What follows belongs to an exercise in optimizing a design on an open flow for small area and a short achievable clock period; a production flow would make more cautious choices.
No functional check of the RTL was part of any run shown here.
Power figures rest on the tool's default switching activity, not on a simulated workload.

**design/flow/design.v**
```verilog
`timescale 1ns / 1ps
module Console(
    output [6:0]sseg,
    input [3:0]hex,
	 input n_valid   
    );
    assign sseg = (n_valid) ? 7'b1000000:
						(hex == 4'd0) ? 7'b0111111 :
						(hex == 4'd1) ? 7'b0000110 :
						(hex == 4'd2) ? 7'b1011011 :
						(hex == 4'd3) ? 7'b1001111:
						(hex == 4'd4) ? 7'b1100110 :
						(hex == 4'd5) ? 7'b1101101 :
						(hex == 4'd6) ? 7'b1111101 :
						(hex == 4'd7) ? 7'b0000111 :
						(hex == 4'd8) ? 7'b1111111 :
						(hex == 4'd9) ? 7'b1100111 :
						(hex == 4'd10) ? 7'b1110111 :
						(hex == 4'd11) ? 7'b1111100 :
						(hex == 4'd12) ? 7'b0111001 :
						(hex == 4'd13) ? 7'b1011110 :
						(hex == 4'd14) ? 7'b1111001 :
						7'b1110001 ;
endmodule
module Microprocessor(
    output mem_write,
    output mem_read,
    output reg_write,
    output [1:0]op,
    output [6:0]reg_num,
    output [6:0]pc_high,
    output [6:0]pc_low,
    output [7:0]instruction_address,
    output [6:0]rwd_1,
    output [6:0]rwd_0,
    output [1:0]r_symbol,
    input oscillator,
    input reset,
    input [7:0]instruction
    );
    reg [7:0] pc;
    reg [7:0] r [0:3];
    reg [1:0] opc;         
    reg [6:0] pch_q, pcl_q, rw1_q, rw0_q, rn_q;
    wire [1:0] op_i = instruction[7:6];
    wire [1:0] sa   = instruction[5:4];
    wire [1:0] sb   = instruction[3:2];
    wire [7:0] ra = r[sa];
    wire [7:0] rb = r[sb];
    wire [9:0] qd [0:3];
    genvar k, n;
    generate
        for (k = 0; k < 4; k = k + 1) begin : rq
            assign qd[k][0] = (r[k][7:2] == 6'd63);
            for (n = 1; n < 10; n = n + 1) begin : d
                assign qd[k][n] = (r[k][7:2] == n - 1);
            end
        end
    endgenerate
    wire [9:0] qs = qd[sa];
    wire [1:0] l  = ra[1:0];
    wire       b0p = (l == 2'd3);
    wire       b2m = (l == 2'd0);
    wire       b3m = ~l[1];
    wire [7:0] rs [0:3];
    generate
        for (n = 0; n < 8; n = n + 1) begin : rsel
            assign rs[0][n] = b0p ? qs[n]   : qs[n+1];
            assign rs[1][n] = qs[n+1];
            assign rs[2][n] = b2m ? qs[n+2] : qs[n+1];
            assign rs[3][n] = b3m ? qs[n+2] : qs[n+1];
        end
    endgenerate
    wire [1:0] bk = l + instruction[1:0];
    wire [3:0] bs = 4'b0001 << bk;
    wire       st = (op_i == 2'b10);
    wire [7:0] bd [0:3];            
    generate
        for (k = 0; k < 4; k = k + 1) begin : bank
            wire [7:0] acc [0:8];
            assign acc[0] = 8'd0;
            for (n = 0; n < 8; n = n + 1) begin : row
                localparam integer A = 4 * n + k;
                reg [7:0] w;
                always @(posedge oscillator or posedge reset)
                    if (reset)
                        w <= (A < 16) ? A : 16 - A;
                    else if (st && bs[k] && rs[k][n])
                        w <= rb;
                assign acc[n+1] = acc[n] | ({8{rs[k][n]}} & w);
            end
            assign bd[k] = acc[8];
        end
    endgenerate
    wire [7:0] rdata = ({8{bs[0]}} & bd[0]) | ({8{bs[1]}} & bd[1]) |
                       ({8{bs[2]}} & bd[2]) | ({8{bs[3]}} & bd[3]);
    wire [7:0] g0 = ra & rb;
    wire [7:0] p0 = ra ^ rb;
    wire [7:0] g1, p1, g2, p2, g3;
    generate
        for (n = 0; n < 8; n = n + 1) begin : pfx
            if (n >= 1) begin : l1
                assign g1[n] = g0[n] | (p0[n] & g0[n-1]);
                assign p1[n] = p0[n] & p0[n-1];
            end else begin : l1z
                assign g1[n] = g0[n];
                assign p1[n] = p0[n];
            end
            if (n >= 2) begin : l2
                assign g2[n] = g1[n] | (p1[n] & g1[n-2]);
                assign p2[n] = p1[n] & p1[n-2];
            end else begin : l2z
                assign g2[n] = g1[n];
                assign p2[n] = p1[n];
            end
            if (n >= 4) begin : l3
                assign g3[n] = g2[n] | (p2[n] & g2[n-4]);
            end else begin : l3z
                assign g3[n] = g2[n];
            end
        end
    endgenerate
    wire [7:0] sum = p0 ^ {g3[6:0], 1'b0};
    wire [7:0] wdata = instruction[6] ? rdata : sum;
    wire [1:0] wsel  = instruction[6] ? sb : instruction[1:0];
    wire       wen   = ~instruction[7];
    wire [7:0] pc_p1 = pc + 8'd1;
    wire [7:0] pc_p2 = {pc[7:1] + 7'd1, pc[0]};
    wire [7:0] pc_m1 = pc - 8'd1;
    reg  [7:0] pc_next;
    always @(*) begin
        if (op_i != 2'b11)
            pc_next = pc_p1;
        else case (instruction[1:0])
            2'b00: pc_next = pc_p1;
            2'b01: pc_next = pc_p2;
            2'b10: pc_next = pc_m1;
            default: pc_next = pc;
        endcase
    end
    wire [6:0] pch_d, pcl_d, rw1_d, rw0_d, rn_d;
    Console c_pch (pch_d, pc_next[7:4], 1'b0);
    Console c_pcl (pcl_d, pc_next[3:0], 1'b0);
    Console c_rwd1(rw1_d, wdata[7:4],   ~wen);
    Console c_rwd0(rw0_d, wdata[3:0],   ~wen);
    Console c_rn  (rn_d,  {2'b00, wsel}, ~wen);
    always @(posedge oscillator or posedge reset) begin
        if (reset) begin
            pc <= 8'd0;
            r[0] <= 8'd0; r[1] <= 8'd0; r[2] <= 8'd0; r[3] <= 8'd0;
            pch_q <= 7'h3F; pcl_q <= 7'h3F;                
            rw1_q <= 7'h40; rw0_q <= 7'h40; rn_q <= 7'h40;  
        end else begin
            pc <= pc_next;
            if (wen) r[wsel] <= wdata;
            pch_q <= pch_d; pcl_q <= pcl_d;
            rw1_q <= rw1_d; rw0_q <= rw0_d; rn_q <= rn_d;
        end
    end
    always @(posedge oscillator)
        opc <= op_i;
    assign pc_high   = pch_q;
    assign pc_low    = pcl_q;
    assign rwd_1     = rw1_q;
    assign rwd_0     = rw0_q;
    assign reg_num   = rn_q;
    assign instruction_address = pc;
    assign op        = opc;
    assign mem_write = (opc == 2'b10);
    assign mem_read  = (opc == 2'b01);
    assign reg_write = ~opc[1];
    assign r_symbol  = 2'b11;
endmodule
```
**design/flow/run.sh**
```bash
#!/bin/bash
# synth_recipe.tcl (not shown) runs the flow's synth.tcl, then flattens the netlist and writes it again
# the make line also repeats each setting of config.mk as NAME=value (left out here)
make -C /OpenROAD-flow-scripts/flow DESIGN_CONFIG=/design/flow/config.mk WORK_HOME=/design/flow/orfs CLKGATE_MAP_FILE= SYNTH_SCRIPT=/design/flow/synth_recipe.tcl finish
```
**design/flow/config.mk**
```make
export PLATFORM = sky130hd
export DESIGN_NAME = Microprocessor
export DESIGN_NICKNAME = Microprocessor
export VERILOG_FILES = /design/flow/design.v
export SDC_FILE = /design/flow/constraint.sdc
export NUM_CORES = 4
export LEC_CHECK = 0
export ABC_AREA = 1
export CAP_MARGIN = 20
export CORE_MARGIN = 2
export CORE_UTILIZATION = 55
export SETUP_SLACK_MARGIN = 2.5
export SLEW_MARGIN = 20
```
**design/flow/constraint.sdc**
```tcl
create_clock -name core_clock -period 6.0 [get_ports {oscillator}]
set_input_delay 1.2000 -clock core_clock [delete_from_list [all_inputs] [get_ports {oscillator}]]
set_output_delay 1.2000 -clock core_clock [all_outputs]
set_load 0.01 [all_outputs]
```
==> results of run 1 <==
-- final cells by class --
class	instances	area [sq um]	share of cell area
Inverter	144	606	0.0291
Multi-Input combinational cell	1630	8530	0.410
Tap cell	396	495	0.0238
Clock inverter	17	164	0.00788
Clock buffer	53	1050	0.0503
Sequential cell	332	8470	0.407
Timing Repair Buffer	153	1490	0.0716
-- metal layers --
layer | vias to the layer above | part of all wire
met5 | - | 0
met4 | 0 | 0.026
met3 | 93 | 0.066
met2 | 530 | 0.46
met1 | 7228 | 0.45
li1 | 7259 | -
-- tightest hold or removal path, cell delays in order (launching register included) --
cell and delay, ps:
dfstp_2 370, nand2_1 50, o21ai_1 50
-- timing repair --
item	CTS	global route
resized for setup	66	137
hold buffers	0	0
setup buffers	36	42
cloned	4	3
setup endpoints to repair	302	232
pin swaps	23	58
-- how the worst max path moves through the flow --
stage,cells after the start,slack (ps),to,startpoint
global placement,22,930,rw1_q[3],instruction[4]
finish,22,2380,rw1_q[2],instruction[5]
global route,23,2230,rw1_q[2],instruction[2]
floorplan,1,510,bank[0].row[0].w[0],reset
detailed placement,22,850,rw1_q[3],instruction[4]
CTS,25,2480,rw1_q[2],instruction[5]
-- where the power goes --
group	switching (W)	leakage, nW	internal [W]
Sequential	0.000424	3.99	0.00300
Combinational	0.00234	4.82	0.00137
Clock	0.000949	0.604	0.00132
Total	0.00372	9.41	0.00569
-- state kept, by name, indices dropped and copies added (netlist names) --
name,flops
bank.row.w,256
opc,2
pc,8
pch_q,7
pcl_q,7
r,32
rn_q,6
rw0_q,7
rw1_q,7
-- layout by cell type, fill, tap and decap left out, types with 5 or more instances in the layout --
cell and instances:
nor2_2 20, nand2_2 84, nor2_4 26, inv_1 100, o221ai_1 5, o21ai_1 141, ha_1 7, dfstp_2 139
nand2_4 24, nand4_1 11, buf_6 14, inv_4 12, o21ai_2 7, nor2_8 5, a21oi_1 25, nand3_1 65
buf_4 71, clkbuf_16 39, inv_2 24, a21oi_2 10, nand2_8 5, nand3_2 27, dfrtp_1 191, clkinv_2 11
nand3_4 11, buf_12 10, o211ai_1 7, nand2_1 774, nor3_1 11, clkbuf_1 11, clkdlybuf4s50_1 50, xor2_1 10
o21ai_4 7, nor2_1 113, o21ai_0 194
-- metrics by stage --
| stage | util | setup slack, ps | std cells |
|---|---|---|---|
| after CTS | 0.650 | 2480 | 2680 |
| final | 0.678 | 2380 | 2725 |
| after global placement | 0.595 | 934 | 2570 |
| after global routing | 0.678 | 2230 | 2725 |
| after detailed placement | 0.595 | 850 | 2570 |
| after floorplan | - | 507 | 2182 |
-- logic make-up after synthesis --
family / share of synthesized area
and+or+nand+nor: 0.306
AOI/OAI and AO/OA: 0.130
DFF: 0.494
buffers and inverters: 0.0543
xor gates and xnor gates: 0.00715
adders and majority gates: 0.00847
other: 0.000219
==> reports/summary.txt, run 1 <==
Fmax = 0.277 GHz
Detailed Route WL = 49,700 um
#FFs+latches synth = 332
WP buf/inv = 6
Total grt overflow = 0
Vias per inst = 5.54
Hold_ws = 472 ps
CP top delay family = simple AND/OR/NAND/NOR gates
Setup CP Type = primary input to flip-flop
Die X = 181 um
Unrepaired setup endpoints after global routing = true
Min cycle time layout = 3620 ps
Final ANT Viol Nets = 0
DR iter-0 viols = 1,169
Global-route met1 utilization = 0.435
Row cnt = 64
CP Capture Type = flip-flop
TritonCTS clock tree = built
Critical Path Source Type = primary input
GRT Total Usage = 0.298
Reg2reg path depth = 22
GR Util met3 = 0.0402
Hold Path Class = flip-flop to flip-flop
Leak = 9.41 nW
Crit path top cell by count = nand2_1
Top Usage Layer GRT = met2
Top cell type's share of synthesized area = 0.279
Number of diodes = 0
Sequential share of the synthesized area = 0.494
Number of buffers added on ports = 57
Detail Placement HPWL = 32,000 um
CP Data Arrival Time = 4040 ps
Final setup viols = 0
Initial antenna violation count = 0
Final Hold Fails = 0
Launch point of the worst reg-to-reg path = r[0][4]
Worst path max stage delay = 270 ps
Min-delay src = bank[3].row[4].w[5]
Vias in the first global route = 14,200
Asr flop ratio synth = 0.994
Setup TNS Final = 0 ps
CP cell instances = buf_12 -> buf_8 -> nor2_4 -> inv_2 -> or2_0 -> nand2_2 -> inv_4 -> ha_4 -> xor2_2 -> or2_1 -> nand2_4 -> inv_8 -> nor2_4 -> nand2_1 -> nand2_1 -> nor2_4 -> o21bai_4 -> nand2_2 -> nand2_1 -> nand3_2 -> nand2_1 -> inv_1
Routed via count = 15,100
CTS H-tree lvls = 2
Router iterations before antenna repair = 5
Pwr dens = 452 nW/um^2
Top FF cell, synth = dfrtp_1
Largest net degree at the start of global routing = 146
Die Y = 181 um
Tightest Pin Transition = 898 ps
Nets = 2,320
Placed cell area = 18,200 sq um
Cts bufs inserted = 38
Unique masters post-synth = 56
Synth-to-Final Area Change = 21.4%
Initial Utilization = 0.559
Syn avg cell area = 7.86 sq um
Core Region = 30,700 sq um
Overall power after layout = 0.00941 W
Mapped Cells = 2,181
First-pass GRT wire length = 78,100 um
Worst R2R End = rw1_q[2]
Synth area leader = dfrtp_1
Status = complete, no violations
WHS Endpoint = bank[3].row[4].w[5]
Hold depth = 2
MaxCap Viol Count = 0
CTS Buffer Depth = 3
Clk root buf = clkbuf_16
Area contributors post-synth = dfrtp_1 28%, dfstp_2 21%, nand2_1 18%
Sink Count = 332
GPL Wtd Cong = 0.942
Commonest cells in the netlist = 838 x nand2_1, 330 x o21ai_0, 191 x dfrtp_1
Relative slew slack = 0.401
Count of warnings emitted by yosys = 2
Layout cell share with drive strength beyond 1 = 0.253
Maximum VDD drop = 322 uV
FILL cells = 2,598
Syn Std Cell Area = 17,100 sq um
Slew Viols, Final = 0
Met2 Track Usage GR = 0.463
Worst Clk Skew = 21.7 ps
Design area = 20,800 sq um
Critical path required time = 6430 ps
Ratio of final minimum period to clock period = 0.603
Routed len/inst = 18.2 um
DRC violations left = 0
Die area = 32,600 sq um
Ports = 60
Top-count cell post-synth = nand2_1
Worst path slowest cell = o21bai_4
Number of enable flip-flop cells after synthesis = 0
Clock Latency Late Sink = 540 ps
Clock transition at path regs = 60 ps
R2R Setup Slk = 2910 ps
Worst Path Max Fanout = 8
==> inputs of run 2 (changes only) <==
--- a/design/flow/config.mk
+++ b/design/flow/config.mk
@@ -10,4 +10,6 @@
 export CORE_MARGIN = 2
 export CORE_UTILIZATION = 55
+export CTS_CLUSTER_DIAMETER = 100
+export CTS_CLUSTER_SIZE = 30
 export SETUP_SLACK_MARGIN = 2.5
 export SLEW_MARGIN = 20
==> run 2 against run 1 <==
Against the previous run: still clean on timing, DRC and antenna; die area unchanged; clock skew increased by 4.8 ps; sequential share of layout area is 2.7 points higher; wire length fell by 4.2%; maximum frequency rose by 1.6%; synthesized cell count unchanged; total power down 14%; design area down 6.3%; synthesized area stayed put; clock-buffer cell count decreased by 31; utilization down 4.3 points; flip-flop and latch count is the same; critical endpoint is now rw1_q[3]; largest power group unchanged; highest routed layer unchanged.
==> reports/summary.txt, run 2 <==
Worst Clk Skew = 26.5 ps (was 21.7 ps)
GRT Total Usage = 0.292 (was 0.298)
Ports = 60 (unchanged)
Syn Std Cell Area = 17,100 sq um (unchanged)
DR iter-0 viols = 1,114 (was 1,169)
Largest regs = bank.row.w: 256 flops, r: 32 flops, pc: 8 flops (unchanged)
Worst Path Max Fanout = 9 (was 8)
Final setup viols = 0 (unchanged)
Vias per inst = 5.54 (about the same)
Status = complete, no violations (unchanged)
Hold Buf Count CTS = 0 (unchanged)
Top cell type's share of synthesized area = 0.279 (unchanged)
Ratio of final minimum period to clock period = 0.593 (was 0.603)
Maximum VDD drop = 346 uV (was 322 uV)
P_sw = 0.00339 W (was 0.00372 W)
Switching fraction of total power = 0.417 (was 0.395)
Initial Utilization = 0.559 (unchanged)
MaxCap Viol Count = 0 (unchanged)
CP Data Arrival Time = 3980 ps (was 4040 ps)
Synth Area in XOR/XNOR = 0.00715 (unchanged)
Pwr dens = 417 nW/um^2 (was 452 nW/um^2)
Top-count cell post-synth = nand2_1 (unchanged)
Cts bufs inserted = 15 (was 38)
Row cnt = 64 (unchanged)
TritonCTS clock tree = built (unchanged)
Total grt overflow = 0 (unchanged)
Die Y = 181 um (unchanged)
Nets = 2,268 (was 2,320)
Area contributors post-synth = dfrtp_1 28%, dfstp_2 21%, nand2_1 18% (unchanged)
CTS Buffer Depth = 3 (unchanged)
Clock Latency Late Sink = 520 ps (was 540 ps)
Die area = 32,600 sq um (unchanged)
Comb pwr share = 0.430 (was 0.395)
Final non-filler cell total = 2,651 (was 2,725)
Leak = 8.79 nW (was 9.41 nW)
Router iterations before antenna repair = 5 (unchanged)
Top FF cell, synth = dfrtp_1 (unchanged)
Post-Synth Adder-Cell Area = 0.00847 (unchanged)
Reg with most FFs = bank.row.w (unchanged)
Most frequent cells in the layout = 796 x nand2_1, 194 x o21ai_0, 191 x dfrtp_1, 142 x o21ai_1, 139 x dfstp_2 (was 774 x nand2_1, 194 x o21ai_0, 191 x dfrtp_1, 141 x o21ai_1, 139 x dfstp_2)
Commonest cells in the netlist = 838 x nand2_1, 330 x o21ai_0, 191 x dfrtp_1 (unchanged)
Multiplexer share of the synthesized area = 0 (unchanged)
Core Region = 30,700 sq um (unchanged)
Sequential share of the synthesized area = 0.494 (unchanged)
Routed len/inst = 18.0 um (was 18.2 um)
Commonest non-fill, non-tap cell in the layout = nand2_1 (unchanged)
First-pass GRT wire length = 76,900 um (was 78,100 um)
Setup CP Type = primary input to flip-flop (unchanged)
Number of enable flip-flop cells after synthesis = 0 (unchanged)
Max FFs per register = 256 (unchanged)
Unique masters post-synth = 56 (unchanged)
Number of buffers added on ports = 57 (unchanged)
GPL Wtd Cong = 0.942 (unchanged)
Detailed Route WL = 47,600 um (was 49,700 um)
Vias in the first global route = 13,900 (was 14,200)
Sequential share of power = 0.420 (was 0.364)
Count of warnings emitted by yosys = 2 (unchanged)
Number of diodes = 0 (unchanged)
Clock power share = 0.150 (was 0.241)
Detail Placement HPWL = 32,000 um (unchanged)
Pint = 0.00474 W (was 0.00569 W)
Placed cells = 2,570 (unchanged)
Initial antenna violation count = 0 (unchanged)
Post-synthesis compound-gate area fraction = 0.130 (unchanged)
Clk root buf = clkbuf_16 (unchanged)
Slew Viols, Final = 0 (unchanged)
Largest net degree at the start of global routing = 146 (unchanged)
Unrepaired setup endpoints after global routing = true (unchanged)
Routed via count = 14,700 (was 15,100)
Hold Path Class = flip-flop to flip-flop (unchanged)
CP Capture Type = flip-flop (unchanged)
Post-Synth Simple-Gate Area = 0.306 (unchanged)
Setup TNS Final = 0 ps (unchanged)
Syn avg cell area = 7.86 sq um (unchanged)
CTS H-tree lvls = 1 (was 2)
Sink Count = 332 (unchanged)
Synth-to-Final Area Change = 13.7% (was 21.4%)
Main combinational cell family by area after synthesis = simple AND/OR/NAND/NOR gates (unchanged)
Clock transition at path regs = 110 ps (was 60 ps)
Final ANT Viol Nets = 0 (unchanged)
Min cycle time layout = 3560 ps (was 3620 ps)
Synth area leader = dfrtp_1 (unchanged)
Layout cell share with drive strength beyond 1 = 0.213 (was 0.253)
Critical path required time = 6420 ps (was 6430 ps)
Asr flop ratio synth = 0.994 (unchanged)
Final Hold Fails = 0 (unchanged)
Relative slew slack = 0.348 (was 0.401)
Mapped Cells = 2,181 (unchanged)
Fmax = 0.281 GHz (was 0.277 GHz)
Critical Path Source Type = primary input (unchanged)
DRC violations left = 0 (unchanged)
Die X = 181 um (unchanged)
Tightest Pin Transition = 978 ps (was 898 ps)
#FFs+latches synth = 332 (unchanged)
[run 2: cell counts after synthesis]
No cell type changed its count.
[run 2: area by class of cell]
type,instances,area [sq um]
clock buffers,22,402
multi-input cells,1628,8310
well taps,396,495
fillers,2756,11200
clock inverters,3,33.8
repair buffers,126,1200
flip-flops and latches,332,8470
inverters,144,586
[run 2: logic make-up after synthesis]
| family | count (synthesis) |
|---|---|
| adders and majority gates | 11 |
| other | 1 |
| buffers and inverters | 225 |
| xor gates and xnor gates | 14 |
| DFF | 332 |
| AOI/OAI and AO/OA | 415 |
| and+or+nand+nor | 1183 |
[run 2: path summary, 6_finish.rpt]
kind                                     startpoint                  end  slack, ps  cells after the start
worst min-delay path            bank[3].row[4].w[3]  bank[3].row[4].w[3]        480                      2
worst max register to register              r[3][4]             rw1_q[2]       3000                     24
min in group asynchronous                     reset  bank[1].row[7].w[3]        980                      2
worst max-delay path                 instruction[5]             rw1_q[3]       2440                     24
worst min register to register  bank[3].row[4].w[3]  bank[3].row[4].w[3]        480                      2
max in group asynchronous                     reset  bank[2].row[7].w[0]       3860                      3
[run 2: routing by layer]
metal	track usage	up-vias	share of wire
met4	0.0661	0	0.022
met5	0	-	0
li1	-	7136	-
met1	0.429	7081	0.46
met2	0.465	406	0.46
met3	0.0376	63	0.055
[run 2: per-stage QoR]
| stage | worst slack (ps) | hold slack (ps) | area (sq um) | utilization | power (W) |
|---|---|---|---|---|---|
| after detailed placement | 850 | 464 | 18200 | 0.595 | 0.00658 |
| final | 2440 | 480 | 19500 | 0.636 | 0.00813 |
| after floorplan | 507 | 450 | 17500 | - | 0.00555 |
| after global placement | 934 | 461 | 18200 | 0.595 | 0.00651 |
| after CTS | 2450 | 481 | 19100 | 0.623 | 0.00798 |
| after global routing | 2270 | 494 | 19500 | 0.636 | 0.00865 |
[run 2: repair_timing]
action | CTS | global route
cloned | 4 | 0
buffers inserted | 34 | 18
resized for setup | 59 | 70
pin swaps | 26 | 22
endpoints found under the setup margin | 302 | 237
[run 2: power by group through the flow]
stage                     Combinational (W)  Sequential [W]  Clock (W)
after floorplan                     0.00218         0.00337          0
after global placement              0.00308         0.00343          0
after detailed placement            0.00315         0.00343          0
after CTS                           0.00333         0.00340    0.00125
after global routing                0.00385         0.00348    0.00132
final                               0.00349         0.00341    0.00122
[run 2: critical path: stages]
cell and delay [ps]:
buf_12 110, buf_4 150, inv_2 130, nand3_1 100, nand4_1 230, inv_4 90, nand2_4 160, clkinv_4 130
nand3_2 110, nand2_4 120, nand2_1 120, nand2_1 70, nor2_2 150, nand2_1 70, nand2_1 80, nand2_1 90
nor2_4 190, nor2_2 70, nor2_4 190, nand2_1 120, nand2_2 110, inv_2 30, nor2_1 90, nor2_1 50

-- what the ideal ports hide --
In the flow no input, the clock included, has a driving cell. The finished layouts below were timed again as built, in two steps.
Step 1 (the two cells are an assumption about what drives the block):
set clk [get_ports {oscillator}]
set_driving_cell -lib_cell sky130_fd_sc_hd__clkbuf_16 $clk
set_driving_cell -lib_cell sky130_fd_sc_hd__buf_2 [delete_from_list [all_inputs] $clk]
Step 2 times the ports against the registers' clock, not the clock port: input delays grow and output delays shrink by t, the midpoint of the rising clock arrivals with the driver on.
Slacks: ideal ports / drivers / drivers and shift; pairs: ideal ports / drivers.
| run | t (ns) | setup WS [ns] | worst setup path after step 2 | clock arrival spread, ns |
|---|---|---|---|---|
| run 1 | 0.589 | 2.384 / 2.392 / 1.804 | input to register | 0.022 / 0.021 |
| run 2 | 0.570 | 2.440 / 2.446 / 1.876 | input to register | 0.035 / 0.035 |
After both steps every run listed still meets setup and hold. The setup slack of run 1, which loses most, moves by +0.008 ns with the drivers and by -0.580 ns with both steps.
